From an optimization exercise on the open Yosys and OpenROAD flow, aimed at small area; shortcuts taken in it are not production practice.
The RTL was checked by simulation tests, not by an equivalence proof against the original design.
Power and IR drop assume default switching activity.

==> flow/design.v <==
`timescale 1ns / 1ps
module pacman_top (
    input  wire        clk,
    input  wire        rst,
    input  wire        btn_up,
    input  wire        btn_down,
    input  wire        btn_left,
    input  wire        btn_right,
    output wire        hs,
    output wire        vs,
    output reg  [11:0] rgb
);
    function [10:0] add11;
        input [10:0] a, b;
        input        ci;
        reg c;
        integer i;
        begin
            c = ci;
            for (i = 0; i < 11; i = i + 1) begin
                add11[i] = a[i] ^ b[i] ^ c;
                c = (a[i] & b[i]) | (a[i] & c) | (b[i] & c);
            end
        end
    endfunction
    function [9:0] inc10;
        input [9:0] a;
        reg c;
        integer i;
        begin
            c = 1'b1;
            for (i = 0; i < 10; i = i + 1) begin
                inc10[i] = a[i] ^ c;
                c = c & a[i];
            end
        end
    endfunction
    function [8:0] dec9;
        input [8:0] a;
        reg b;
        integer i;
        begin
            b = 1'b1;
            for (i = 0; i < 9; i = i + 1) begin
                dec9[i] = a[i] ^ b;
                b = b & ~a[i];
            end
        end
    endfunction
    function [3:0] dstep;
        input [2:0] r;
        input       b;
        begin
            case ({r, b})
                4'd0: dstep = 4'b0_000;  4'd1: dstep = 4'b0_001;
                4'd2: dstep = 4'b0_010;  4'd3: dstep = 4'b0_011;
                4'd4: dstep = 4'b0_100;  4'd5: dstep = 4'b1_000;
                4'd6: dstep = 4'b1_001;  4'd7: dstep = 4'b1_010;
                4'd8: dstep = 4'b1_011;  4'd9: dstep = 4'b1_100;
                default: dstep = 4'bxxxx;
            endcase
        end
    endfunction
    function [7:0] dm5;
        input [6:0] x;
        reg [2:0] r;
        reg [6:0] q;
        reg [3:0] t;
        integer i;
        begin
            r = 3'd0;
            for (i = 6; i >= 0; i = i - 1) begin
                t = dstep(r, x[i]);
                q[i] = t[3];
                r = t[2:0];
            end
            dm5 = {q[4:0], r};
        end
    endfunction
    function [2:0] wcode;
        input [4:0] a;
        begin
            case (a)
                5'd0, 5'd1, 5'd2, 5'd3, 5'd4: wcode = 3'd5;
                5'd5:       wcode = 3'd4;
                5'd6, 5'd7: wcode = 3'd3;
                5'd8:       wcode = 3'd2;
                5'd9:       wcode = 3'd1;
                default:    wcode = 3'd0;
            endcase
        end
    endfunction
    function covers;
        input [2:0] c;
        input [4:0] a;
        begin
            case (c)
                3'd1: covers = (a <= 5'd4);
                3'd2: covers = (a <= 5'd5);
                3'd3: covers = (a <= 5'd7);
                3'd4: covers = (a <= 5'd8);
                3'd5, 3'd6: covers = (a <= 5'd9);
                default: covers = 1'b0;
            endcase
        end
    endfunction
    function [4:0] abs5;
        input [9:0] d;
        reg [4:0] n;
        reg c;
        integer i;
        begin
            c = 1'b1;
            for (i = 0; i < 5; i = i + 1) begin
                n[i] = ~d[i] ^ c;
                c = c & ~d[i];
            end
            if (d[9:5] == 5'b00000)                   abs5 = d[4:0];
            else if ((d[9:5] == 5'b11111) & ~c)       abs5 = n;
            else                                      abs5 = 5'd31;
        end
    endfunction
    function [4:0] ad20;
        input [5:0] a;
        begin
            ad20 = (a >= 6'd20) ? (a - 6'd20) : (6'd20 - a);
        end
    endfunction
    reg  [9:0] hb;             
    reg  [9:0] vb;             
    reg        blank;
    wire       hend = hb[9] & hb[8] & hb[5] & hb[4] & hb[1] & hb[0];    
    wire       vend = vb[9] & vb[5];                                    
    always @(posedge clk) begin
        if (rst) begin
            hb <= 10'd20;
            vb <= 10'd20;
        end else begin
            hb <= hend ? 10'd20 : inc10(hb);
            if (hend) vb <= vend ? 10'd20 : inc10(vb);
        end
    end
    always @(posedge clk)
        blank <= ~((hb < 10'd660) & (vb < 10'd500));
    assign hs = ~((hb >= 10'd669) & (hb <= 10'd764));
    assign vs = ~((vb == 10'd503) | (vb == 10'd504));
    wire pretick = hend & (vb == 10'd504);            
    wire tick    = (hb == 10'd20) & (vb == 10'd505);  
    wire colmode = (vb == 10'd506);                   
    wire line0e  = hend & (vb == 10'd20);
    reg  [3:0] d1;             
    reg  [3:0] step;           
    reg  [8:0] Rx;             
    reg  [7:0] Ry;
    reg        PR;             
    reg        T;              
    reg  [9:0] P;              
    reg  [8:0] Q;              
    reg        F;              
    reg        eatp;           
    wire       C320 = PR | T;
    wire [8:0] CXe  = C320 ? 9'd170 : Rx;
    wire [7:0] CYe  = C320 ? 8'd130 : Ry;
    wire       collide;
    wire       greset = rst | collide;
    wire [3:0] smv = PR ? d1 : (T ? 4'd0 : step);
    wire       anyb = btn_up | btn_down | btn_left | btn_right;
    wire [8:0] Rxp = {inc10({2'b0, Rx[8:1]}), Rx[0]};
    wire [8:0] Rxm = {dec9({1'b0, Rx[8:1]}), Rx[0]};
    wire [7:0] Ryp = {inc10({3'b0, Ry[7:1]}), Ry[0]};
    wire [7:0] Rym = {dec9({2'b0, Ry[7:1]}), Ry[0]};
    always @(posedge clk) d1 <= {btn_up, btn_down, btn_left, btn_right};
    always @(posedge clk) begin
        if (greset) begin
            Rx <= 9'd170;
            Ry <= 8'd130;
            PR <= 1'b1;
            T  <= 1'b0;
            P  <= 10'd442;
            Q  <= 9'd90;
        end else begin
            if (pretick) begin
                step <= d1;
                if (smv[2])      Ry <= (Ry <= 8'd233) ? Ryp : 8'd235;
                else if (smv[3]) Ry <= (Ry >= 8'd27)  ? Rym : 8'd25;
                if (smv[0])      Rx <= (Rx <= 9'd313) ? Rxp : 9'd315;
                else if (smv[1]) Rx <= (Rx >= 9'd27)  ? Rxm : 9'd25;
            end
            if (tick) begin
                T  <= PR & anyb;
                PR <= PR & ~anyb;
                P  <= (&P) ? 10'd442 : inc10(P);
                Q  <= (&Q) ? 9'd90 : inc10({1'b0, Q});
            end
        end
    end
    wire [9:0] vbe = colmode ? {1'b0, CYe, 1'b0} : vb;
    wire [7:0] hdm = dm5(hb[9:3]);
    wire [7:0] vdm = dm5(vbe[9:3]);
    wire [4:0] hq  = hdm[7:3];
    wire [5:0] hr  = {hdm[2:0], hb[2:0]};
    wire [4:0] vq  = vdm[7:3];
    wire [5:0] vr  = {vdm[2:0], vbe[2:0]};
    wire [4:0] pax = ad20(hr);          
    wire op_slot = (hq[4:1] <= 4'd4) & ~hq[0] & (hr >= 6'd20) & (hr <= 6'd22);
    wire op_pdy  = (hq == 5'd0) & (hr == 6'd23);
    wire op_hx   = (hq == 5'd0) & (hr == 6'd24);
    wire [2:0] cj = hq[3:1];
    wire [1:0] cs = hr[1:0];           
    wire [3:0] hk = vq[3:0] - 4'd2;    
    reg  [9:0] off;
    reg        slot_ok;
    always @(*) begin
        off = 10'd0;
        slot_ok = 1'b0;
        if (op_hx) begin
            case (hk)
                4'd0: off = 10'd5;
                4'd1: off = 10'd536;
                4'd2: off = 10'd85;
                4'd3: off = 10'd456;
                4'd4: off = 10'd165;
                4'd5: off = 10'd556;
                4'd6: off = 10'd65;
                4'd7: off = 10'd476;
                4'd8: off = 10'd145;
                4'd9: off = 10'd396;
                default: off = 10'd0;
            endcase
        end else begin
            case ({cj, cs})
                {3'd0, 2'd0}: begin off = 10'd527; slot_ok = 1'b1; end
                {3'd0, 2'd1}: begin off = 10'd728; slot_ok = 1'b1; end
                {3'd0, 2'd2}: begin off = 10'd607; slot_ok = 1'b1; end
                {3'd1, 2'd0}: begin off = 10'd878; slot_ok = 1'b1; end
                {3'd1, 2'd1}: begin off = 10'd798; slot_ok = 1'b1; end
                {3'd2, 2'd0}: begin off = 10'd607; slot_ok = 1'b1; end
                {3'd2, 2'd1}: begin off = 10'd527; slot_ok = 1'b1; end
                {3'd3, 2'd0}: begin off = 10'd798; slot_ok = 1'b1; end
                {3'd4, 2'd0}: begin off = 10'd687; slot_ok = 1'b1; end
                {3'd4, 2'd1}: begin off = 10'd878; slot_ok = 1'b1; end
                default: ;
            endcase
        end
    end
    wire        isH = op_hx;
    wire [10:0] tp  = add11(isH ? {1'b0, P} : {2'b0, Q}, {1'b1, off}, 1'b0);
    wire lo  = tp[10] & (isH ? (tp[9:0] < 10'd733) : (tp[9:0] < 10'd813));     
    wire hi  = ~tp[10] & (isH ? (tp[9:0] >= 10'd291) : (tp[9:0] >= 10'd211));  
    wire neg = (tp[10] & ~lo) | hi;
    wire [10:0] K = (lo | hi) ? (isH ? 11'd607 : 11'd447) : 11'd25;
    wire [10:0] tx   = add11(tp ^ {11{neg}}, K, 1'b0);
    wire [8:0]  E    = tx[8:0];
    wire [8:0]  Ysel = op_pdy ? {1'b0, CYe} : E;
    wire [10:0] Dx   = add11({1'b0, vbe}, {1'b1, ~Ysel, 1'b1}, 1'b1);
    wire [9:0]  D    = Dx[9:0];
    wire [4:0]  Da   = abs5(D);
    wire [4:0]  Dah  = colmode ? {1'b0, Da[4:1]} : Da;
    wire [2:0]  Dw   = wcode(Dah);
    reg  [8:0] HX;
    reg  [2:0] PYw;
    reg  [2:0] sl0, sl1, sl2;
    always @(posedge clk) begin
        if (op_hx)  HX <= E;
        if (op_pdy) PYw <= (D == 10'd0) ? 3'd6 : Dw;    
        if (op_slot & (cs == 2'd0)) sl0 <= slot_ok ? Dw : 3'd0;
        if (op_slot & (cs == 2'd1)) sl1 <= slot_ok ? Dw : 3'd0;
        if (op_slot & (cs == 2'd2)) sl2 <= slot_ok ? Dw : 3'd0;
    end
    wire [10:0] dxpx = add11({1'b0, hb}, {1'b1, ~CXe, 1'b1}, 1'b1);
    wire [10:0] dxhx = add11({1'b0, hb}, {1'b1, ~HX, 1'b1}, 1'b1);
    wire [9:0] dxp  = dxpx[9:0];
    wire [9:0] dxh  = dxhx[9:0];
    wire [4:0] axp  = abs5(dxp);
    wire [4:0] axh  = abs5(dxh);
    wire [4:0] axhh = colmode ? {1'b0, axh[4:1]} : axh;
    wire [4:0] ayr  = ad20(vr);
    wire [4:0] ayrh = colmode ? {1'b0, ayr[4:1]} : ayr;
    wire       hrow = (vq >= 5'd2) & (vq <= 5'd11);
    wire       hen  = hrow & covers(wcode(ayrh), axhh);
    wire       cwin = (hq >= 5'd1) & (hq <= 5'd10) & (hq[0] ? (hr >= 6'd20) : (hr <= 6'd19));
    wire [4:0] axc  = 5'd20 - pax;      
    wire [4:0] axch = colmode ? {1'b0, axc[4:1]} : axc;
    wire [2:0] wj   = hq[3:1] - {2'b0, ~hq[0]};                    
    wire       v0   = cwin & covers(sl0, axch);
    wire       v1   = cwin & covers(sl1, axch);
    wire       v2   = cwin & covers(sl2, axch);
    wire       ven  = v0 | v1 | v2;
    wire       ply  = covers(PYw, axp);
    assign collide = colmode & (dxp == 10'd0) & (hen | ven);
    reg  [174:0] ring;
    reg          cur;
    wire [1:0]   grp  = (hq <= 5'd5) ? 2'd0 : (hq <= 5'd10) ? 2'd1 : 2'd2;
    reg  [3:0]   ldo;
    always @(*) begin
        case ({vq[3:0], grp})
            {4'd1, 2'd0}: ldo = 4'd0;
            {4'd1, 2'd1}: ldo = 4'd0;
            {4'd1, 2'd2}: ldo = 4'd0;
            {4'd2, 2'd0}: ldo = 4'd0;
            {4'd2, 2'd1}: ldo = 4'd1;
            {4'd2, 2'd2}: ldo = 4'd1;
            {4'd3, 2'd0}: ldo = 4'd0;
            {4'd3, 2'd1}: ldo = 4'd1;
            {4'd3, 2'd2}: ldo = 4'd2;
            {4'd4, 2'd0}: ldo = 4'd0;
            {4'd4, 2'd1}: ldo = 4'd1;
            {4'd4, 2'd2}: ldo = 4'd2;
            {4'd5, 2'd0}: ldo = 4'd0;
            {4'd5, 2'd1}: ldo = 4'd1;
            {4'd5, 2'd2}: ldo = 4'd2;
            {4'd6, 2'd0}: ldo = 4'd1;
            {4'd6, 2'd1}: ldo = 4'd1;
            {4'd6, 2'd2}: ldo = 4'd2;
            {4'd7, 2'd0}: ldo = 4'd2;
            {4'd7, 2'd1}: ldo = 4'd2;
            {4'd7, 2'd2}: ldo = 4'd2;
            {4'd8, 2'd0}: ldo = 4'd3;
            {4'd8, 2'd1}: ldo = 4'd3;
            {4'd8, 2'd2}: ldo = 4'd3;
            {4'd9, 2'd0}: ldo = 4'd3;
            {4'd9, 2'd1}: ldo = 4'd4;
            {4'd9, 2'd2}: ldo = 4'd4;
            {4'd10, 2'd0}: ldo = 4'd3;
            {4'd10, 2'd1}: ldo = 4'd4;
            {4'd10, 2'd2}: ldo = 4'd9;
            {4'd11, 2'd0}: ldo = 4'd3;
            {4'd11, 2'd1}: ldo = 4'd9;
            {4'd11, 2'd2}: ldo = 4'd9;
            default: ldo = 4'd0;
        endcase
    end
    wire         load = (hr == {2'b00, ldo});
    reg          tap;
    always @(*) begin
        case (vr[2:0])    
            3'd1: tap = ring[0];
            3'd2: tap = ring[100];
            3'd3: tap = ring[25];
            3'd4: tap = ring[125];
            3'd5: tap = ring[50];
            3'd6: tap = ring[150];
            default: tap = ring[75];
        endcase
    end
    wire         cellm = (dxp[9:5] == 5'b11111) | (dxp[9:3] == 7'd0);
    wire         clr  = eatp & load & cellm & ((vr == 6'd23) | (vr == 6'd30) | (vr == 6'd37));
    reg        ein;
    always @(*) begin
        case (ayr)
            5'd0, 5'd2, 5'd4, 5'd6: ein = (pax <= 5'd13);
            5'd8:                   ein = (pax <= 5'd11);
            5'd10:                  ein = (pax <= 5'd9);
            5'd12:                  ein = (pax <= 5'd7);
            default:                ein = 1'b0;
        endcase
    end
    wire eset = ~colmode & (PYw == 3'd6) & (dxp == 10'd0) & ein;    
    always @(posedge clk) begin
        ring <= {ring[173:76], ring[75] & ~clr, ring[74:0], F | ring[174]};
        if (load) cur <= tap;
    end
    always @(posedge clk) begin
        if (greset) begin
            F    <= 1'b1;
            eatp <= 1'b0;
        end else begin
            if (line0e) F <= 1'b0;
            if (eset) eatp <= 1'b1;
            else if (clr) eatp <= 1'b0;
        end
    end
    wire       pel = cur & ((ayr <= 5'd2) ? (pax <= 5'd3) : (ayr == 5'd3) ? (pax <= 5'd2) : 1'b0);
    wire wall = (hq == 5'd0) | (hq >= 5'd16) | (vq == 5'd0) | (vq >= 5'd12);
    reg [11:0] hcol, vcol;
    always @(*) begin
        case (hk)
            4'd0: hcol = 12'hF00;
            4'd1: hcol = 12'h0F0;
            4'd2: hcol = 12'h00F;
            4'd3: hcol = 12'h0FF;
            4'd4: hcol = 12'hF0F;
            4'd5: hcol = 12'hFF0;
            4'd6: hcol = 12'hF80;
            4'd7: hcol = 12'hF8F;
            4'd8: hcol = 12'h08F;
            4'd9: hcol = 12'h8F0;
            default: hcol = 12'h000;
        endcase
        vcol = 12'h000;
        case ({wj, v0 ? 2'd0 : v1 ? 2'd1 : 2'd2})
            {3'd0, 2'd0}: vcol = 12'hF44;
            {3'd0, 2'd1}: vcol = 12'h0AF;
            {3'd0, 2'd2}: vcol = 12'hA00;
            {3'd1, 2'd0}: vcol = 12'h4F4;
            {3'd1, 2'd1}: vcol = 12'h888;
            {3'd2, 2'd0}: vcol = 12'h44F;
            {3'd2, 2'd1}: vcol = 12'h8A0;
            {3'd3, 2'd0}: vcol = 12'hA50;
            {3'd4, 2'd0}: vcol = 12'hA0A;
            {3'd4, 2'd1}: vcol = 12'h00A;
            default: ;
        endcase
    end
    always @(*) begin
        if (blank)      rgb = 12'h000;
        else if (wall)  rgb = 12'h00F;
        else if (pel)   rgb = 12'hFFF;
        else if (hen)   rgb = hcol;
        else if (ven)   rgb = vcol;
        else if (ply)   rgb = 12'hFF0;
        else            rgb = 12'h000;
    end
endmodule
==> flow/flow/run.sh <==
#!/bin/bash
# Layout flow: the standard synthesis (for reference), then an area-oriented
# synthesis that keeps the same registers (flow/resynth.py), then the
# standard layout steps with a smaller clock tree (no dummy loads, small
# clusters of clkbuf_4) and single-width port buffers.
set -eo pipefail
R=orfs/results/$FLOW_PLATFORM/pacman_top/base
LIB=$FLOW_HOME/platforms/$FLOW_PLATFORM/lib/sky130_fd_sc_hd__tt_025C_1v80.lib
PCFG=$FLOW_HOME/platforms/$FLOW_PLATFORM/config.mk
if [ -z "$YOSYS_EXE" ]; then
  if command -v yosys > /dev/null; then export YOSYS_EXE=$(command -v yosys);
  else export YOSYS_EXE=$FLOW_HOME/../tools/install/yosys/bin/yosys; fi
fi
bash standard.sh synth > std_synth.log 2>&1
cp $R/1_2_yosys.v synth_std.v
mkdir -p resynth
python3 flow/resynth.py $LIB $PCFG design.v synth_std.v resynth/out.v resynth > resynth.log 2>&1
cp resynth/out.v $R/1_2_yosys.v
touch $R/1_2_yosys.v
bash standard.sh \
  "BUFFER_PORTS_ARGS=-buffer_cell sky130_fd_sc_hd__buf_1" \
  "CTS_ARGS=-sink_clustering_enable -repair_clock_nets -dont_use_dummy_load -sink_clustering_size 11 -sink_clustering_max_diameter 42 -buf_list sky130_fd_sc_hd__clkbuf_4" \
  finish > std_layout.log 2>&1
==> flow/flow/mkcells.py <==
#!/usr/bin/env python3
"""Write Verilog models of the combinational sky130hd cells from the liberty file."""
import re, sys
lib = open(sys.argv[1]).read()
out = []
# split into cells
for m in re.finditer(r'\n\s*cell\s*\(\s*"?(\w+)"?\s*\)\s*\{', lib):
    name = m.group(1)
    start = m.end()
    depth = 1; i = start
    while depth:
        c = lib[i]
        if c == '{': depth += 1
        elif c == '}': depth -= 1
        i += 1
    body = lib[start:i]
    if re.search(r'\b(ff|latch|statetable)\s*\(', body):
        continue
    pins = []
    for pm in re.finditer(r'\n\s*pin\s*\(\s*"?(\w+)"?\s*\)\s*\{', body):
        pn = pm.group(1)
        s = pm.end(); d = 1; j = s
        while d:
            c = body[j]
            if c == '{': d += 1
            elif c == '}': d -= 1
            j += 1
        pb = body[s:j]
        dirm = re.search(r'direction\s*:\s*"?(\w+)"?', pb)
        fm = re.search(r'\n\s*function\s*:\s*"([^"]*)"', pb)
        pins.append((pn, dirm.group(1) if dirm else None, fm.group(1) if fm else None))
    ins = [p for p in pins if p[1] == 'input']
    outs = [p for p in pins if p[1] == 'output']
    if not outs or any(f is None for _, _, f in outs):
        continue
    def conv(f):
        f = f.replace('!', '~').replace('+', '|').replace('*', '&')
        # implicit AND by space between operands: "A B" -> "A & B"
        f = re.sub(r'(?<=[\w\)])\s+(?=[\w\(~])', ' & ', f)
        return f
    ports = [p[0] for p in ins] + [p[0] for p in outs]
    s = "module %s(%s);\n" % (name, ", ".join(ports))
    for p in ins: s += "  input %s;\n" % p[0]
    for p in outs: s += "  output %s;\n  assign %s = %s;\n" % (p[0], p[0], conv(p[2]))
    s += "endmodule\n"
    out.append(s)
print("".join(out))
==> flow/flow/resynth.py <==
#!/usr/bin/env python3
"""Area-oriented logic synthesis for the layout, keeping the registers of the
standard synthesis (same count, names and cell types).

Two candidates are made, and the smaller one whose registers match is kept:
  own:   the design synthesized again from the RTL (same front end, register
         naming and -nofsm -noshare as the standard synthesis), mapped by ABC
         with an area script;
  remap: the standard synthesis netlist with its combinational cells mapped
         again by ABC (registers kept as they are).

usage: resynth.py LIB PLATFORM_CONFIG DESIGN.v STD.v OUT.v WORKDIR
"""
import os, re, subprocess, sys

lib, pcfg, design, std, vout, wd = sys.argv[1:7]
here = os.path.dirname(os.path.abspath(__file__))
yosys = os.environ.get("YOSYS_EXE") or "yosys"
top = os.environ.get("FLOW_TOP", "pacman_top")
T = int(os.environ.get("DEEPSYN_T", "60"))
SEEDS = [int(x) for x in os.environ.get("DEEPSYN_SEEDS", "0 1 2 3").split()]
JOBS = int(os.environ.get("NUM_CORES", "8"))

cfg = open(pcfg).read()
m = re.search(r"DONT_USE_CELLS\s*\+?=((?:[^\n]*\\\n)*[^\n]*)", cfg)
du = re.findall(r"sky130_fd_sc_hd__\w+", m.group(1)) if m else []
duargs = " ".join("-dont_use " + c for c in du)

mappers = {}
for sd in SEEDS:
    pre = "strash; &get -n; &fraig -x; &put; dc2; strash; &get -n; &deepsyn -T %d -S %d; " % (T, sd)
    mappers["nf%d" % sd] = pre + "&dch -f; &nf -R 1000 -F 10 -A 10 -E 100; &put\n"
    amap = "&put; dch -f; amap -m -F 2 -A 20 -C 1000; topo"
    mappers["amap%d" % sd] = pre + amap + "\n"
    # once more from the mapped network
    mappers["amapi%d" % sd] = (pre + amap + "; strash; &get -n; &deepsyn -T %d -S %d; " % (T, sd + 10)
                               + amap + "\n")
for mname, text in mappers.items():
    open(os.path.join(wd, mname + ".abc"), "w").write(text)

tail = """
abc -liberty {lib} {duargs} -script {abc}
opt_clean -purge
read_liberty -lib -ignore_redef {lib}
hilomap -singleton -hicell sky130_fd_sc_hd__conb_1 HI -locell sky130_fd_sc_hd__conb_1 LO
insbuf -buf sky130_fd_sc_hd__buf_4 A X
splitnets
opt_clean -purge
check -assert -mapped
"""

cells = os.path.join(wd, "cells.v")
with open(cells, "w") as f:
    subprocess.run([sys.executable, os.path.join(here, "mkcells.py"), lib], stdout=f, check=True)

fronts = {
    "own": f"""
read_liberty -lib {lib}
read_verilog -defer -sv {design}
hierarchy -check -top {top}
synth -top {top} -flatten -nofsm -noshare
rename -wire
opt -purge
rename -hide w:*$func$*
dfflibmap -liberty {lib} {duargs}
opt
setundef -zero
""",
    "remap": f"""
read_verilog {cells}
read_liberty -lib -ignore_redef {lib}
read_verilog {std}
hierarchy -top {top}
flatten
opt -purge
techmap
opt -purge
""",
}
scripts = {}
for fname, ftext in fronts.items():
    for mname in mappers:
        scripts[fname + "_" + mname] = ftext + tail.format(
            lib=lib, duargs=duargs, abc=os.path.join(wd, mname + ".abc"))

import concurrent.futures
def run(name):
    body = scripts[name]
    out = os.path.join(wd, name + ".v")
    ys = os.path.join(wd, name + ".ys")
    open(ys, "w").write(body + f"tee -o {os.path.join(wd, name + '_stat.txt')} stat -liberty {lib}\n"
                        f"write_verilog -noattr -nohex -nodec {out}\n")
    with open(os.path.join(wd, name + "_yosys.log"), "w") as log:
        return subprocess.run([yosys, "-q", "-l", os.path.join(wd, name + "_yosys_q.log"), ys],
                              stdout=log, stderr=subprocess.STDOUT).returncode
with concurrent.futures.ThreadPoolExecutor(max_workers=JOBS) as ex:
    rcs = dict(zip(scripts, ex.map(run, scripts)))

def regs(path):
    txt = open(path).read()
    return sorted(re.findall(r"^\s*(sky130_fd_sc_hd__\w*df\w*)\s+(\S+)\s*\(", txt, re.M))

ref = regs(std)
best = None
for name, rc in rcs.items():
    out = os.path.join(wd, name + ".v")
    if rc != 0 or not os.path.exists(out):
        print(name, "failed", rc)
        continue
    r = regs(out)
    st = open(os.path.join(wd, name + "_stat.txt")).read()
    area = float(re.search(r"Chip area for module .*?: ([\d.]+)", st).group(1))
    ok = (r == ref)
    print(name, "area", area, "registers", len(r), "match" if ok else "MISMATCH")
    if ok and (best is None or area < best[1]):
        best = (name, area)
if best is None:
    sys.exit("no candidate kept the registers")
print("kept", best[0])
subprocess.run(["cp", os.path.join(wd, best[0] + ".v"), vout], check=True)
==> flow/standard.sh <==
#!/bin/bash
# synth_recipe.tcl (not shown) runs the flow's synth.tcl, then flattens the netlist and writes it again
# the make line also repeats each setting of config.mk as NAME=value (left out here)
make -C /OpenROAD-flow-scripts/flow DESIGN_CONFIG=/design/flow/config.mk WORK_HOME=/design/flow/orfs CLKGATE_MAP_FILE= SYNTH_SCRIPT=/design/flow/synth_recipe.tcl "${@:-finish}"
==> flow/config.mk <==
export PLATFORM = sky130hd
export DESIGN_NAME = pacman_top
export DESIGN_NICKNAME = pacman_top
export VERILOG_FILES = /design/flow/design.v
export SDC_FILE = /design/flow/constraint.sdc
export NUM_CORES = 8
export LEC_CHECK = 0
export CAP_MARGIN = 20
export CORE_MARGIN = 2
export CORE_UTILIZATION = 60
export GPL_TIMING_DRIVEN = 0
export SLEW_MARGIN = 20
==> flow/constraint.sdc <==
create_clock -name core_clock -period 40.0 [get_ports {clk}]
set_input_delay 8.0000 -clock core_clock [delete_from_list [all_inputs] [get_ports {clk}]]
set_output_delay 8.0000 -clock core_clock [all_outputs]
set_load 0.01 [all_outputs]
==> results.json, run 1 <==
{
  "clkTransAtPathRegs_ps": 120,
  "crit_path_top_delay_cell": "clkinv_1",
  "setup_viol": 0,
  "syn2layout_area_growth_pct": 5.98,
  "first_iter_violations": 660,
  "worst-path-buf-inv": 9,
  "clock_skew_ps": 104,
  "fp.dieH_um": 138,
  "relSlewSlack_pct": 32.6,
  "status": "finished clean",
  "fin_util_pct": 64.3,
  "fillers": 1528,
  "h-tree-depth": 2,
  "ir_drop_uv": 34.9,
  "ioPinCount": 20,
  "stdcell_area_um2": 11500,
  "via_per_inst": 5.82,
  "critPathLaunchType": "register",
  "rows": 49,
  "core_um2": 17800,
  "clock_path_buffers": 3,
  "hold_ws_ps": 267,
  "cts-hold-fix-buffers": 0,
  "cts.repair.resized": 0,
  "die_w_um": 138,
  "synth_cells": 1333,
  "wl_um": 25700,
  "gr-usage-all-layers_pct": 27.0,
  "final_cell_mix": "277 x nor2_1, 240 x dfxtp_1, 174 x clkinv_1",
  "synth.yosys.warnings": 1,
  "cts_tree": "done",
  "post-cts-setup-buffers": 0,
  "gp_congestion": 0.985,
  "grt_pass1_wl_um": 42100,
  "drive_gt1_share_pct": 2.81,
  "hold_viol": 0,
  "slew_viol_final": 0,
  "synthesis.area_um2": 10800,
  "grt_max_degree": 21,
  "via_count": 9418,
  "critPathArrivalTime_ps": 11030,
  "period_share_pct": 47.6,
  "critPathTopFamily": "compound AO/OA/AOI/OAI gates",
  "crit_top_cell": "clkinv_1",
  "period_minus_slack_ps": 19030,
  "postSynthAreaPerCell_um2": 8.12,
  "io_buffer_count": 19,
  "syn-num-nets": 1339,
  "grt-ovfl-total": 0,
  "p_total_uw": 471,
  "cp.required_ps": 32000,
  "maxCapViolCount": 0,
  "worst_slew_pin_slew_ps": 1000,
  "hold_class": "register to register",
  "dr.pass1.iters": 5,
  "clk_latency_ps": 670,
  "post-dp-hpwl_um": 19500,
  "critPathCaptureType": "output port",
  "start_util_pct": 60.6,
  "crit_type": "register to output port",
  "drc": 0,
  "drtAntennaViolNets": 0,
  "placed_area_um2": 11200,
  "slowest_delay_ps": 740,
  "leakagePower_uw": 0.00408,
  "rsz0062_at_grt": "false",
  "routedWlPerCell_um": 15.9,
  "crit_fanout": 19,
  "nNetsFinal": 1396,
  "multiInputGateArea_um2": 4590,
  "antenna_found_initial": 2,
  "power.density_nw_per_um2": 41.1,
  "die_area_um2": 19100,
  "numClockSinks": 266,
  "final_common_cell": "nor2_1",
  "cts-root-buf": "clkbuf_4",
  "area.sequential_um2": 5590,
  "cts_buffers": 34,
  "final.setup.tns_ps": 0,
  "max_clock_freq_mhz": 52.5,
  "grt_pass1_vias": 8453
}
through the flow:
step	instances	setup WS, ps
finish	1618	20970
global route	1618	19640
CTS	1617	21020
detailed placement	1583	21790
global placement	1581	21820
floorplan	1333	24340
flip-flops by register name, summed over array words and instances, names as in the netlist:
signal / cells
P: 10
cur: 1
Ry: 8
sl0: 3
step: 4
F: 1
HX: 9
d1: 4
vb: 10
blank: 1
PR: 1
Rx: 9
sl1: 3
T: 1
hb: 10
eatp: 1
ring: 175
PYw: 3
Q: 9
sl2: 3
area by class of cell:
type,count,share of cell area (%)
sequential,266,48.7
inverter,174,5.70
tap,229,2.50
clock buffer,34,2.23
timing repair buffer,21,0.786
antenna,1,0.0218
multi-input combinational,893,40.1
report_power, final:
part           internal (uW)  total (uW)  switching [uW]
Combinational           25.8        77.5            51.7
Clock                   39.4         118            78.5
Sequential               273         275            2.17
Total                    338         471             132
path summary, 6_finish.rpt:
check                               from  endpoint  slack, ps  cells past startpoint
worst max-delay path               vb[9]    rgb[3]      20970                     37
worst min-delay path            ring[97]  ring[98]        270                      0
worst max register to register     vb[9]    sl2[0]      23290                     72
worst min register to register  ring[97]  ring[98]        270                      0
layer usage:
layer / part of all wire (%) / global-route usage [%]
met1: 48 / 39.0
met2: 43 / 41.1
met3: 6.9 / 5.02
met4: 2.7 / 9.08
met5: 0 / 0
worst register-to-register path: cells and delay by family (launching register included):
family	cells	cell delay (ps)
flops	1	430
simple gates	32	5650
compound gates	32	8340
buf+inv	8	1910
==> run 2: changes to the inputs <==
--- a/flow/design.v
+++ b/flow/design.v
@@ -99,7 +99,7 @@
                 3'd2: covers = (a <= 5'd5);
                 3'd3: covers = (a <= 5'd7);
                 3'd4: covers = (a <= 5'd8);
-                3'd5, 3'd6: covers = (a <= 5'd9);
+                3'd5: covers = (a <= 5'd9);
                 default: covers = 1'b0;
             endcase
         end
@@ -176,8 +176,8 @@
             Ry <= 8'd130;
             PR <= 1'b1;
             T  <= 1'b0;
-            P  <= 10'd442;
-            Q  <= 9'd90;
+            P  <= 10'd0;
+            Q  <= 9'd0;
         end else begin
             if (pretick) begin
                 step <= d1;
@@ -189,8 +189,8 @@
             if (tick) begin
                 T  <= PR & anyb;
                 PR <= PR & ~anyb;
-                P  <= (&P) ? 10'd442 : inc10(P);
-                Q  <= (&Q) ? 9'd90 : inc10({1'b0, Q});
+                P  <= (P == 10'd581) ? 10'd0 : inc10(P);
+                Q  <= (Q == 9'd421)  ? 9'd0  : inc10({1'b0, Q});
             end
         end
     end
@@ -201,7 +201,6 @@
     wire [5:0] hr  = {hdm[2:0], hb[2:0]};
     wire [4:0] vq  = vdm[7:3];
     wire [5:0] vr  = {vdm[2:0], vbe[2:0]};
-    wire [4:0] pax = ad20(hr);          
     wire op_slot = (hq[4:1] <= 4'd4) & ~hq[0] & (hr >= 6'd20) & (hr <= 6'd22);
     wire op_pdy  = (hq == 5'd0) & (hr == 6'd23);
     wire op_hx   = (hq == 5'd0) & (hr == 6'd24);
@@ -229,27 +228,45 @@
             endcase
         end else begin
             case ({cj, cs})
-                {3'd0, 2'd0}: begin off = 10'd527; slot_ok = 1'b1; end
-                {3'd0, 2'd1}: begin off = 10'd728; slot_ok = 1'b1; end
-                {3'd0, 2'd2}: begin off = 10'd607; slot_ok = 1'b1; end
-                {3'd1, 2'd0}: begin off = 10'd878; slot_ok = 1'b1; end
-                {3'd1, 2'd1}: begin off = 10'd798; slot_ok = 1'b1; end
-                {3'd2, 2'd0}: begin off = 10'd607; slot_ok = 1'b1; end
-                {3'd2, 2'd1}: begin off = 10'd527; slot_ok = 1'b1; end
-                {3'd3, 2'd0}: begin off = 10'd798; slot_ok = 1'b1; end
-                {3'd4, 2'd0}: begin off = 10'd687; slot_ok = 1'b1; end
-                {3'd4, 2'd1}: begin off = 10'd878; slot_ok = 1'b1; end
+                {3'd0, 2'd0}: begin off = 10'd15; slot_ok = 1'b1; end
+                {3'd0, 2'd1}: begin off = 10'd216; slot_ok = 1'b1; end
+                {3'd0, 2'd2}: begin off = 10'd95; slot_ok = 1'b1; end
+                {3'd1, 2'd0}: begin off = 10'd366; slot_ok = 1'b1; end
+                {3'd1, 2'd1}: begin off = 10'd286; slot_ok = 1'b1; end
+                {3'd2, 2'd0}: begin off = 10'd95; slot_ok = 1'b1; end
+                {3'd2, 2'd1}: begin off = 10'd15; slot_ok = 1'b1; end
+                {3'd3, 2'd0}: begin off = 10'd286; slot_ok = 1'b1; end
+                {3'd4, 2'd0}: begin off = 10'd175; slot_ok = 1'b1; end
+                {3'd4, 2'd1}: begin off = 10'd366; slot_ok = 1'b1; end
                 default: ;
             endcase
         end
     end
     wire        isH = op_hx;
-    wire [10:0] tp  = add11(isH ? {1'b0, P} : {2'b0, Q}, {1'b1, off}, 1'b0);
-    wire lo  = tp[10] & (isH ? (tp[9:0] < 10'd733) : (tp[9:0] < 10'd813));     
-    wire hi  = ~tp[10] & (isH ? (tp[9:0] >= 10'd291) : (tp[9:0] >= 10'd211));  
-    wire neg = (tp[10] & ~lo) | hi;
-    wire [10:0] K = (lo | hi) ? (isH ? 11'd607 : 11'd447) : 11'd25;
-    wire [10:0] tx   = add11(tp ^ {11{neg}}, K, 1'b0);
+    wire [10:0] t   = add11(isH ? {1'b0, P} : {2'b0, Q}, {1'b0, off}, 1'b0);
+    wire c1 = isH ? (t >= 11'd291) : (t >= 11'd211);
+    wire c2 = isH ? (t >= 11'd582) : (t >= 11'd422);
+    wire c3 = isH ? (t >= 11'd873) : (t >= 11'd633);
+    wire neg = c1 ^ c2 ^ c3;
+    reg [10:0] K;
+    always @(*) begin
+        case ({isH, c2, c3, c1})
+            4'b1000: K = 11'd25;
+            4'b1001: K = 11'd607;
+            4'b1100: K = 11'd1491;
+            4'b1101: K = 11'd1491;
+            4'b1110: K = 11'd1189;
+            4'b1111: K = 11'd1189;
+            4'b0000: K = 11'd25;
+            4'b0001: K = 11'd447;
+            4'b0100: K = 11'd1651;
+            4'b0101: K = 11'd1651;
+            4'b0110: K = 11'd869;
+            4'b0111: K = 11'd869;
+            default: K = 11'd0;
+        endcase
+    end
+    wire [10:0] tx   = add11(t ^ {11{neg}}, K, 1'b0);
     wire [8:0]  E    = tx[8:0];
     wire [8:0]  Ysel = op_pdy ? {1'b0, CYe} : E;
     wire [10:0] Dx   = add11({1'b0, vbe}, {1'b1, ~Ysel, 1'b1}, 1'b1);
@@ -259,10 +276,11 @@
     wire [2:0]  Dw   = wcode(Dah);
     reg  [8:0] HX;
     reg  [2:0] PYw;
+    reg        PYc;
     reg  [2:0] sl0, sl1, sl2;
     always @(posedge clk) begin
         if (op_hx)  HX <= E;
-        if (op_pdy) PYw <= (D == 10'd0) ? 3'd6 : Dw;    
+        if (op_pdy) begin PYw <= Dw; PYc <= (D == 10'd0); end
         if (op_slot & (cs == 2'd0)) sl0 <= slot_ok ? Dw : 3'd0;
         if (op_slot & (cs == 2'd1)) sl1 <= slot_ok ? Dw : 3'd0;
         if (op_slot & (cs == 2'd2)) sl2 <= slot_ok ? Dw : 3'd0;
@@ -279,7 +297,7 @@
     wire       hrow = (vq >= 5'd2) & (vq <= 5'd11);
     wire       hen  = hrow & covers(wcode(ayrh), axhh);
     wire       cwin = (hq >= 5'd1) & (hq <= 5'd10) & (hq[0] ? (hr >= 6'd20) : (hr <= 6'd19));
-    wire [4:0] axc  = 5'd20 - pax;      
+    wire [4:0] axc  = (hr <= 6'd19) ? hr[4:0] : (5'd8 - hr[4:0]);    
     wire [4:0] axch = colmode ? {1'b0, axc[4:1]} : axc;
     wire [2:0] wj   = hq[3:1] - {2'b0, ~hq[0]};                    
     wire       v0   = cwin & covers(sl0, axch);
@@ -288,76 +306,30 @@
     wire       ven  = v0 | v1 | v2;
     wire       ply  = covers(PYw, axp);
     assign collide = colmode & (dxp == 10'd0) & (hen | ven);
-    reg  [174:0] ring;
+    reg  [199:0] ring;
     reg          cur;
+    wire         load = (hr == {1'b0, vq});
     wire [1:0]   grp  = (hq <= 5'd5) ? 2'd0 : (hq <= 5'd10) ? 2'd1 : 2'd2;
-    reg  [3:0]   ldo;
-    always @(*) begin
-        case ({vq[3:0], grp})
-            {4'd1, 2'd0}: ldo = 4'd0;
-            {4'd1, 2'd1}: ldo = 4'd0;
-            {4'd1, 2'd2}: ldo = 4'd0;
-            {4'd2, 2'd0}: ldo = 4'd0;
-            {4'd2, 2'd1}: ldo = 4'd1;
-            {4'd2, 2'd2}: ldo = 4'd1;
-            {4'd3, 2'd0}: ldo = 4'd0;
-            {4'd3, 2'd1}: ldo = 4'd1;
-            {4'd3, 2'd2}: ldo = 4'd2;
-            {4'd4, 2'd0}: ldo = 4'd0;
-            {4'd4, 2'd1}: ldo = 4'd1;
-            {4'd4, 2'd2}: ldo = 4'd2;
-            {4'd5, 2'd0}: ldo = 4'd0;
-            {4'd5, 2'd1}: ldo = 4'd1;
-            {4'd5, 2'd2}: ldo = 4'd2;
-            {4'd6, 2'd0}: ldo = 4'd1;
-            {4'd6, 2'd1}: ldo = 4'd1;
-            {4'd6, 2'd2}: ldo = 4'd2;
-            {4'd7, 2'd0}: ldo = 4'd2;
-            {4'd7, 2'd1}: ldo = 4'd2;
-            {4'd7, 2'd2}: ldo = 4'd2;
-            {4'd8, 2'd0}: ldo = 4'd3;
-            {4'd8, 2'd1}: ldo = 4'd3;
-            {4'd8, 2'd2}: ldo = 4'd3;
-            {4'd9, 2'd0}: ldo = 4'd3;
-            {4'd9, 2'd1}: ldo = 4'd4;
-            {4'd9, 2'd2}: ldo = 4'd4;
-            {4'd10, 2'd0}: ldo = 4'd3;
-            {4'd10, 2'd1}: ldo = 4'd4;
-            {4'd10, 2'd2}: ldo = 4'd9;
-            {4'd11, 2'd0}: ldo = 4'd3;
-            {4'd11, 2'd1}: ldo = 4'd9;
-            {4'd11, 2'd2}: ldo = 4'd9;
-            default: ldo = 4'd0;
-        endcase
-    end
-    wire         load = (hr == {2'b00, ldo});
-    reg          tap;
-    always @(*) begin
-        case (vr[2:0])    
-            3'd1: tap = ring[0];
-            3'd2: tap = ring[100];
-            3'd3: tap = ring[25];
-            3'd4: tap = ring[125];
-            3'd5: tap = ring[50];
-            3'd6: tap = ring[150];
-            default: tap = ring[75];
-        endcase
-    end
+    wire         tap  = (grp == 2'd0) ? ring[199] : (grp == 2'd1) ? ring[188] : ring[177];
     wire         cellm = (dxp[9:5] == 5'b11111) | (dxp[9:3] == 7'd0);
-    wire         clr  = eatp & load & cellm & ((vr == 6'd23) | (vr == 6'd30) | (vr == 6'd37));
+    wire         clr  = eatp & load & cellm & (vr >= 6'd23) & (vr <= 6'd39);
+    wire         clr0 = clr & (grp == 2'd0);
+    wire         clr1 = clr & (grp == 2'd1);
+    wire         clr2 = clr & (grp == 2'd2);
     reg        ein;
     always @(*) begin
         case (ayr)
-            5'd0, 5'd2, 5'd4, 5'd6: ein = (pax <= 5'd13);
-            5'd8:                   ein = (pax <= 5'd11);
-            5'd10:                  ein = (pax <= 5'd9);
-            5'd12:                  ein = (pax <= 5'd7);
+            5'd0, 5'd2, 5'd4, 5'd6: ein = (axp <= 5'd13);
+            5'd8:                   ein = (axp <= 5'd11);
+            5'd10:                  ein = (axp <= 5'd9);
+            5'd12:                  ein = (axp <= 5'd7);
             default:                ein = 1'b0;
         endcase
     end
-    wire eset = ~colmode & (PYw == 3'd6) & (dxp == 10'd0) & ein;    
+    wire eset = ~colmode & PYc & (hr == 6'd20) & ein;
     always @(posedge clk) begin
-        ring <= {ring[173:76], ring[75] & ~clr, ring[74:0], F | ring[174]};
+        ring <= {ring[198:189], ring[188] & ~clr1, ring[187:178], ring[177] & ~clr2,
+                 ring[176:0], F | (ring[199] & ~clr0)};
         if (load) cur <= tap;
     end
     always @(posedge clk) begin
@@ -370,6 +342,7 @@
             else if (clr) eatp <= 1'b0;
         end
     end
+    wire [4:0] pax = ad20(hr);
     wire       pel = cur & ((ayr <= 5'd2) ? (pax <= 5'd3) : (ayr == 5'd3) ? (pax <= 5'd2) : 1'b0);
     wire wall = (hq == 5'd0) | (hq >= 5'd16) | (vq == 5'd0) | (vq >= 5'd12);
     reg [11:0] hcol, vcol;
==> flow/run.sh (new file) <==
#!/bin/bash
# synth_recipe.tcl (not shown) runs the flow's synth.tcl, then flattens the netlist and writes it again
# the make line also repeats each setting of config.mk as NAME=value (left out here)
make -C /OpenROAD-flow-scripts/flow DESIGN_CONFIG=/design/flow/config.mk WORK_HOME=/design/flow/orfs CLKGATE_MAP_FILE= SYNTH_SCRIPT=/design/flow/synth_recipe.tcl finish
--- a/flow/config.mk
+++ b/flow/config.mk
@@ -7,6 +7,6 @@
 export LEC_CHECK = 0
 export CAP_MARGIN = 20
 export CORE_MARGIN = 2
-export CORE_UTILIZATION = 60
-export GPL_TIMING_DRIVEN = 0
+export CORE_UTILIZATION = 40
+export CTS_BUF_LIST = sky130_fd_sc_hd__clkbuf_2 sky130_fd_sc_hd__clkbuf_4
 export SLEW_MARGIN = 20
removed: flow/flow/run.sh
removed: flow/flow/mkcells.py
removed: flow/flow/resynth.py
removed: flow/standard.sh
==> results.json, run 2 <==
{
  "status": "finished clean",
  "r2r_start": "vb[0]",
  "power.density_nw_per_um2": 37.4,
  "synthesis.area_um2": 14900,
  "synthAdderAreaFrac_pct": 14.1,
  "largest_reg_flops": 200,
  "final.setup.tns_ps": 0,
  "critPathCaptureType": "output port",
  "ioPinCount": 20,
  "synth-simple-area-share_pct": 17.0,
  "synth_compound_area_share_pct": 19.6,
  "cts_tree": "done",
  "crit_fanout": 13,
  "max_clock_freq_mhz": 59.7,
  "cts_buffers": 74,
  "hold_class": "register to register",
  "hp-start": "ring[184]",
  "ys_top_cells_by_count": "265 x dfxtp_1, 125 x nand2_1, 108 x nor2_1",
  "synth_top_area_cell": "dfxtp_1",
  "synthFlopType": "dfxtp_1",
  "placed_area_um2": 15500,
  "io_buffer_count": 19,
  "h-tree-depth": 3,
  "cts.repair.resized": 0,
  "die_area_um2": 38700,
  "drive_gt1_share_pct": 11.4,
  "clkTransAtPathRegs_ps": 80,
  "postSynthAreaPerCell_um2": 9.39,
  "setup_viol": 0,
  "instances_no_fill": 2149,
  "synth_edf_count": 27,
  "r2r_cells": 54,
  "period_share_pct": 41.9,
  "via_per_inst": 5.56,
  "die_w_um": 197,
  "core_um2": 36600,
  "routedWlPerCell_um": 17.2,
  "gp_congestion": 0.916,
  "grt_pass1_vias": 11570,
  "leakagePower_uw": 0.00653,
  "syn2layout_area_growth_pct": 10.7,
  "synthMuxAreaShare_pct": 1.50,
  "relSlewSlack_pct": 25.2,
  "clock_skew_ps": 60.9,
  "p_total_uw": 615,
  "via_count": 11953,
  "fin_util_pct": 44.9,
  "synthTopCellsByArea": "dfxtp_1 36%, ha_1 9.0%, edfxtp_1 5.5%, fa_1 4.8%, a21oi_1 3.6%",
  "clock_path_buffers": 3,
  "syn-num-nets": 1732,
  "async_flop_share_pct": 0,
  "first_iter_violations": 824,
  "synth_top_area_share_pct": 35.7,
  "nNetsFinal": 1773,
  "final_cell_mix": "264 x dfxtp_1, 125 x nand2_1, 109 x clkbuf_4",
  "grt_use_met3_pct": 4.35,
  "crit_type": "register to output port",
  "cts-hold-fix-buffers": 0,
  "post-cts-setup-buffers": 0,
  "wl_um": 37100,
  "hold_path_depth": 0,
  "cp.required_ps": 32000,
  "drtAntennaViolNets": 0,
  "grt_max_degree": 39,
  "slew_viol_final": 0,
  "dr.pass1.iters": 5,
  "worst_slew_pin_slew_ps": 1120,
  "synth_top_family_by_area": "compound AO/OA/AOI/OAI gates",
  "final_common_cell": "dfxtp_1",
  "period_minus_slack_ps": 16750,
  "met1_usage_pct": 26.4,
  "antenna_found_initial": 2,
  "start_util_pct": 40.6,
  "critPathLaunchType": "register",
  "rsz0062_at_grt": "false",
  "numClockSinks": 292,
  "maxCapViolCount": 0,
  "stdcell_area_um2": 16500,
  "fp.dieH_um": 197,
  "rows": 70,
  "min_to": "ring[185]",
  "top_register": "ring",
  "synth.distinct_cells": 106,
  "gr-usage-all-layers_pct": 19.3,
  "cts-root-buf": "clkbuf_4",
  "r2r_end": "sl2[1]",
  "place_inst": 2016,
  "clk_latency_ps": 720,
  "synth.most_common_cell": "dfxtp_1",
  "crit_path_start": "hb[1]",
  "grt.busiest_layer": "met2",
  "synth.yosys.warnings": 1,
  "synth_seq_cells": 292,
  "grt_pass1_wl_um": 60100,
  "use_met2_pct": 30.2,
  "hold_viol": 0,
  "synth_xor_area_share_pct": 2.00,
  "rrSetupSlack_ps": 23530,
  "post-dp-hpwl_um": 26500,
  "seq_area_frac_synth_pct": 41.1,
  "drc": 0,
  "grt-ovfl-total": 0,
  "synth_cells": 1583,
  "critPathArrivalTime_ps": 8750,
  "ir_drop_uv": 38.1
}
-- run 2: area by class of cell --
cell class                      count  area, um^2
Antenna cell                        1        2.50
Clock buffer                      109         818
Clock inverter                     23         145
Fill cell                        3564       20200
Inverter                          102         389
Multi-Input combinational cell   1118        8080
Sequential cell                   292        6120
Tap cell                          468         586
Timing Repair Buffer               36         318
-- run 2: cell families (layout without fill, tap and decap cells) --
| logic type | Yosys count | after routing |
|---|---|---|
| AND/OR/NAND/NOR | 494 | 494 |
| AO/OA/AOI/OAI | 422 | 422 |
| flip-flops | 292 | 292 |
| buffers and inverters | 173 | 270 |
| adder cells (fa/ha/maj) | 146 | 146 |
| XOR/XNOR | 34 | 34 |
| multiplexers | 21 | 21 |
| other | 1 | 2 |
-- run 2: worst max path at each step --
stage	to	slack (ps)	depth (start not counted)
floorplan	rgb[7]	25190	24
global placement	rgb[7]	24060	24
detailed placement	sl0[1]	23710	54
CTS	rgb[9]	23260	24
global route	sl1[0]	22380	54
finish	rgb[9]	23250	24
-- run 2: power breakdown --
| part | switching [uW] | leakage (uW) | internal, uW | total, uW |
|---|---|---|---|---|
| clock network | 120 | 0.000556 | 133 | 253 |
| registers | 2.06 | 0.00238 | 297 | 300 |
| logic | 38.3 | 0.00359 | 24.8 | 63.1 |
-- run 2: critical path, stage by stage, from the launching register on --
cell and delay [ps]:
dfxtp_1 470, inv_1 400, ha_1 220, inv_1 50, fa_1 370, fa_1 390
fa_1 420, fa_1 400, fa_1 400, fa_1 400, fa_1 390, xnor2_1 180
xnor2_1 480, or4b_2 630, o31ai_1 210, o21ai_0 240, or3_1 410, nand4_1 110
o211ai_1 120, a2111oi_2 340, nor3_1 110, or2_4 280, o311a_4 160, a221oi_1 280
clkdlybuf4s50_1 590
-- run 2: through the flow --
step / hold slack, ps / worst slack (ps)
2_1_floorplan: 310 / 25190
3_3_place_gp: 310 / 24060
3_5_place_dp: 312 / 23710
4_1_cts: 283 / 23260
5_1_grt: 288 / 22380
6_report: 291 / 23250
-- run 2: metal layers --
metal	part of all wire (%)	up-vias
li1	-	5813
met1	46	5709
met2	44	355
met3	6.7	74
met4	2.5	2
met5	0.035	-

## afterwards: timing with drivers on the ports
In the flow no input, the clock included, has a driving cell. The finished layouts below were timed again as built, in two steps.
Step 1: set_driving_cell puts a clkbuf_16 on clk and a buf_2 on each other input, an assumption about the parent block.
Step 2 moves the port delays by t, midway between the first and last clock arrival at a register: inputs arrive t later, outputs are due t later. That takes back most of the time a late clock gives input paths.
Slacks: ideal ports / drivers / drivers and shift; pairs: ideal ports / drivers.
run	t, ns	setup WS [ns]	hold slack, ns	worst slew at a driven data input, ns	cell pins on the clock port's net
run 1	0.653	20.969 / 20.932 / 21.585	0.267 / 0.267 / 0.267	0.03	1
run 2	0.730	23.249 / 23.204 / 23.531	0.291 / 0.291 / 0.291	0.03	1
After both steps setup and hold are still met in every run listed.
